What follows belongs to an exercise in optimizing a design on an open flow for small area, a short achievable clock period and few clock cycles per item; a production flow would make more cautious choices.
RTL that was checked went through simulation tests only; none was proved equivalent to the original.
Power is estimated from default activity; no workload was simulated.

==> inputs of job 7923 <==
## booth_multiplier
module booth_multiplier #(
  parameter MUL_WIDTH = 32
) (
  input                        clk,
  input                        rst_n,
  input                        start,
  input                        sign,
  input      [  MUL_WIDTH-1:0] data_in1,
  input      [  MUL_WIDTH-1:0] data_in2,
  output     [2*MUL_WIDTH-1:0] data_out,
  output reg                   ready
);
Settings: LEC_CHECK=0, CAP_MARGIN=20, CORE_MARGIN=2, CORE_UTILIZATION=40, SLEW_MARGIN=20; clock period 5.0 ns.
standard.sh (not shown) runs the stock make flow with config.mk's settings and CLKGATE_MAP_FILE= SYNTH_SCRIPT=/design/flow/synth_recipe.tcl, a recipe that flattens the netlist after the stock synthesis.
==> flow/flow/run.sh <==
#!/bin/bash
# Own layout flow: the standard layout (standard.sh) with one change to
# synthesis.  Yosys's synth is called with -noabc as well, which drops the
# generic "abc -fast" pass that runs before ORFS's full-adder extraction, so
# extract_fa sees the design's full adders as written and maps them without
# polarity inverters around the adder cells.  Everything else is unchanged:
# fsm and share are still skipped, the design is flattened and renamed the
# same way, and ABC still maps the remaining logic after adder extraction.
set -euo pipefail
sed 's/yosys synth -nofsm -noshare /yosys synth -nofsm -noshare -noabc /' synth_recipe.tcl > own_synth.tcl
grep -q -- '-noabc' own_synth.tcl
sed 's#synth_recipe\.tcl#own_synth.tcl#g' standard.sh > own_standard.sh
grep -q 'own_synth\.tcl' own_standard.sh
bash own_standard.sh > flow.log 2>&1
==> job 3311 (differences from job 7923) <==
--- a/flow/design.v
+++ b/flow/design.v
@@ -1524,15 +1524,17 @@
   assign t2[61] = 1'b0;
   assign t0[62] = 1'b0;
   assign t1[62] = 1'b0;
   assign t2[62] = 1'b0;
   assign t0[63] = 1'b0;
   assign t1[63] = 1'b0;
   assign t2[63] = 1'b0;
-  assign data_out = {r0[45:0] + r1[45:0] + r2[45:0], lo_r};
+  wire [45:0] os0 = r0[45:0] ^ r1[45:0] ^ r2[45:0];
+  wire [45:0] oc0 = (r0[45:0] & r1[45:0]) | (r0[45:0] & r2[45:0]) | (r1[45:0] & r2[45:0]);
+  assign data_out = {os0 + {oc0[44:0], 1'b0}, lo_r};
   always @(posedge clk) begin
     a_r <= a_in;
     b_r <= b_in[33:17];
     if (!ready) lo_r <= lo_sum[17:0];
     if (!ready || start) begin
       r0 <= t0[49:0];
       r1 <= t1[49:0];
==> flow/flow/run.sh (replaced) <==
#!/bin/bash
# Own layout flow: the standard layout (standard.sh) with two changes.
#  1. Synthesis: Yosys's synth is also given -noabc, which drops the generic
#     "abc -fast" pass that runs before ORFS's full-adder extraction, so
#     extract_fa sees the design's full adders as written and maps them
#     without polarity inverters around the adder cells.  fsm and share are
#     still skipped, the design is flattened and renamed the same way, and ABC
#     still maps the remaining logic after adder extraction.
#  2. Port buffers: every input and output port still gets a buffer, but a
#     plain sky130_fd_sc_hd__buf_2 instead of the slow clkdlybuf4s50_1 that
#     buffer_ports picks by default.
# Each tool's output goes to flow.log here and to ORFS's own logs under orfs/logs.
set -euo pipefail
sed 's/yosys synth -nofsm -noshare /yosys synth -nofsm -noshare -noabc /' synth_recipe.tcl > own_synth.tcl
grep -q -- '-noabc' own_synth.tcl
sed -e 's#synth_recipe\.tcl#own_synth.tcl#g' \
    -e "s#CLKGATE_MAP_FILE= #CLKGATE_MAP_FILE= 'BUFFER_PORTS_ARGS=-buffer_cell sky130_fd_sc_hd__buf_2' #" \
    standard.sh > own_standard.sh
grep -q 'own_synth\.tcl' own_standard.sh
grep -q 'BUFFER_PORTS_ARGS' own_standard.sh
bash own_standard.sh > flow.log 2>&1
==> job 5285 (differences from job 7923) <==
--- a/flow/design.v
+++ b/flow/design.v
@@ -12,43 +12,44 @@
 );
   reg  [32:0] a_r;          
   reg  [33:17] b_r;         
   reg  [49:0] r0, r1, r2;     
   reg  [17:0] lo_r;         
   wire [32:0] a_in = {sign & data_in1[31], data_in1};
   wire [33:0] b_in = {{2{sign & data_in2[31]}}, data_in2};
-  wire [32:0] am = ready ? a_in : a_r;
+  reg         idle_r;
+  wire [32:0] am = idle_r ? a_in : a_r;
   wire [8:0] x0, x1, x2;
-  assign x0[0] = ~ready & b_r[17];
-  assign x1[0] = ready ? b_in[0] : b_r[18];
-  assign x2[0] = ready ? b_in[1] : b_r[19];
-  assign x0[1] = ready ? b_in[1] : b_r[19];
-  assign x1[1] = ready ? b_in[2] : b_r[20];
-  assign x2[1] = ready ? b_in[3] : b_r[21];
-  assign x0[2] = ready ? b_in[3] : b_r[21];
-  assign x1[2] = ready ? b_in[4] : b_r[22];
-  assign x2[2] = ready ? b_in[5] : b_r[23];
-  assign x0[3] = ready ? b_in[5] : b_r[23];
-  assign x1[3] = ready ? b_in[6] : b_r[24];
-  assign x2[3] = ready ? b_in[7] : b_r[25];
-  assign x0[4] = ready ? b_in[7] : b_r[25];
-  assign x1[4] = ready ? b_in[8] : b_r[26];
-  assign x2[4] = ready ? b_in[9] : b_r[27];
-  assign x0[5] = ready ? b_in[9] : b_r[27];
-  assign x1[5] = ready ? b_in[10] : b_r[28];
-  assign x2[5] = ready ? b_in[11] : b_r[29];
-  assign x0[6] = ready ? b_in[11] : b_r[29];
-  assign x1[6] = ready ? b_in[12] : b_r[30];
-  assign x2[6] = ready ? b_in[13] : b_r[31];
-  assign x0[7] = ready ? b_in[13] : b_r[31];
-  assign x1[7] = ready ? b_in[14] : b_r[32];
-  assign x2[7] = ready ? b_in[15] : b_r[33];
-  assign x0[8] = ready & b_in[15];
-  assign x1[8] = ready & b_in[16];
-  assign x2[8] = ready & b_in[17];
+  assign x0[0] = ~idle_r & b_r[17];
+  assign x1[0] = idle_r ? b_in[0] : b_r[18];
+  assign x2[0] = idle_r ? b_in[1] : b_r[19];
+  assign x0[1] = idle_r ? b_in[1] : b_r[19];
+  assign x1[1] = idle_r ? b_in[2] : b_r[20];
+  assign x2[1] = idle_r ? b_in[3] : b_r[21];
+  assign x0[2] = idle_r ? b_in[3] : b_r[21];
+  assign x1[2] = idle_r ? b_in[4] : b_r[22];
+  assign x2[2] = idle_r ? b_in[5] : b_r[23];
+  assign x0[3] = idle_r ? b_in[5] : b_r[23];
+  assign x1[3] = idle_r ? b_in[6] : b_r[24];
+  assign x2[3] = idle_r ? b_in[7] : b_r[25];
+  assign x0[4] = idle_r ? b_in[7] : b_r[25];
+  assign x1[4] = idle_r ? b_in[8] : b_r[26];
+  assign x2[4] = idle_r ? b_in[9] : b_r[27];
+  assign x0[5] = idle_r ? b_in[9] : b_r[27];
+  assign x1[5] = idle_r ? b_in[10] : b_r[28];
+  assign x2[5] = idle_r ? b_in[11] : b_r[29];
+  assign x0[6] = idle_r ? b_in[11] : b_r[29];
+  assign x1[6] = idle_r ? b_in[12] : b_r[30];
+  assign x2[6] = idle_r ? b_in[13] : b_r[31];
+  assign x0[7] = idle_r ? b_in[13] : b_r[31];
+  assign x1[7] = idle_r ? b_in[14] : b_r[32];
+  assign x2[7] = idle_r ? b_in[15] : b_r[33];
+  assign x0[8] = idle_r & b_in[15];
+  assign x1[8] = idle_r & b_in[16];
+  assign x2[8] = idle_r & b_in[17];
   wire [8:0] neg, one, two;
   wire [33:0] ax = {am[32], am};
   wire [33:0] ax1 = {am, 1'b0};
   wire [33:0] pp0;
   wire [33:0] pp1;
   wire [33:0] pp2;
   wire [33:0] pp3;
@@ -1524,20 +1525,23 @@
   assign t2[61] = 1'b0;
   assign t0[62] = 1'b0;
   assign t1[62] = 1'b0;
   assign t2[62] = 1'b0;
   assign t0[63] = 1'b0;
   assign t1[63] = 1'b0;
   assign t2[63] = 1'b0;
-  assign data_out = {r0[45:0] + r1[45:0] + r2[45:0], lo_r};
+  wire [45:0] os0 = r0[45:0] ^ r1[45:0] ^ r2[45:0];
+  wire [45:0] oc0 = (r0[45:0] & r1[45:0]) | (r0[45:0] & r2[45:0]) | (r1[45:0] & r2[45:0]);
+  assign data_out = {os0 + {oc0[44:0], 1'b0}, lo_r};
   always @(posedge clk) begin
     a_r <= a_in;
     b_r <= b_in[33:17];
     if (!ready) lo_r <= lo_sum[17:0];
     if (!ready || start) begin
       r0 <= t0[49:0];
       r1 <= t1[49:0];
       r2 <= t2[49:0];
     end
     ready <= ~(rst_n & ready & start);
+    idle_r <= ~(rst_n & idle_r & start);
   end
 endmodule
==> flow/flow/run.sh (replaced) <==
#!/bin/bash
# Own layout flow: the standard layout (standard.sh) with two changes.
#  1. Synthesis: Yosys's synth is also given -noabc, which drops the generic
#     "abc -fast" pass that runs before ORFS's full-adder extraction, so
#     extract_fa sees the design's full adders as written and maps them
#     without polarity inverters around the adder cells.  fsm and share are
#     still skipped, the design is flattened and renamed the same way, and ABC
#     still maps the remaining logic after adder extraction.
#  2. Port buffers: every input and output port still gets a buffer, but a
#     plain sky130_fd_sc_hd__buf_2 instead of the slow clkdlybuf4s50_1 that
#     buffer_ports picks by default.
# Each tool's output goes to flow.log here and to ORFS's own logs under orfs/logs.
set -euo pipefail
sed 's/yosys synth -nofsm -noshare /yosys synth -nofsm -noshare -noabc /' synth_recipe.tcl > own_synth.tcl
grep -q -- '-noabc' own_synth.tcl
sed -e 's#synth_recipe\.tcl#own_synth.tcl#g' \
    -e "s#CLKGATE_MAP_FILE= #CLKGATE_MAP_FILE= 'BUFFER_PORTS_ARGS=-buffer_cell sky130_fd_sc_hd__buf_2' #" \
    standard.sh > own_standard.sh
grep -q 'own_synth\.tcl' own_standard.sh
grep -q 'BUFFER_PORTS_ARGS' own_standard.sh
bash own_standard.sh > flow.log 2>&1
==> summary of the runs <==
Via count: job 7923 is lower than job 3311 (about 17%).
In job 5285 the sequential cell count is higher than in job 7923, by 1.
Job 5285 completed without violations. Job 3311 reached the layout checks and failed them: negative setup slack. Job 7923 ran to the end with violations: negative setup slack.
Against job 5285, the clock skew of job 7923 is higher by 0.019 ns.
Sequential share of layout area, highest first: job 7923, job 5285, job 3311.
Clock power is about the same in job 5285 and job 7923.
Against job 7923, the register-to-register slack of job 3311 is worse by 0.29 ns.
Of job 3311 and job 7923, job 3311 has the higher worst setup slack (gap 0.0035 ns).
Testbench counts of job 5285, summed over its fixed seeds: cycles 6,408, items 3,200.
Function not checked in job 7923 and job 3311: the RTL went through the layout flow alone.

==> afterwards: timing with drivers on the ports <==
Ports are ideal in the flow. The routed layouts listed here were re-timed in OpenROAD.
Step 1 sets driving cells, clkbuf_16 on the clock port and buf_2 on the other inputs (assumed; they add their load-dependent delay and slew).
Step 2 moves the port delays by t, midway between the first and last clock arrival at a register: inputs arrive t later, outputs are due t later. That takes back most of the time a late clock gives input paths.
Slacks: ideal / step 1 / step 2; pairs: ideal / step 1.
run	t (ns)	setup slack, ns	hold WS [ns]	worst register clock-pin slew, ns	pins driven straight from the clock port
job 7923	0.640	-0.060 / -0.123 / -0.174	0.800 / 0.800 / 0.800	0.06 / 0.06	1
job 3311	0.650	-0.056 / -0.124 / -0.061	0.503 / 0.458 / 0.684	0.07 / 0.07	1
job 5285	0.643	0.060 / -0.005 / 0.118	0.510 / 0.467 / 0.670	0.06 / 0.06	1
The setup slack of job 7923, which loses most, moves by -0.063 ns with the drivers and by -0.114 ns with both steps.
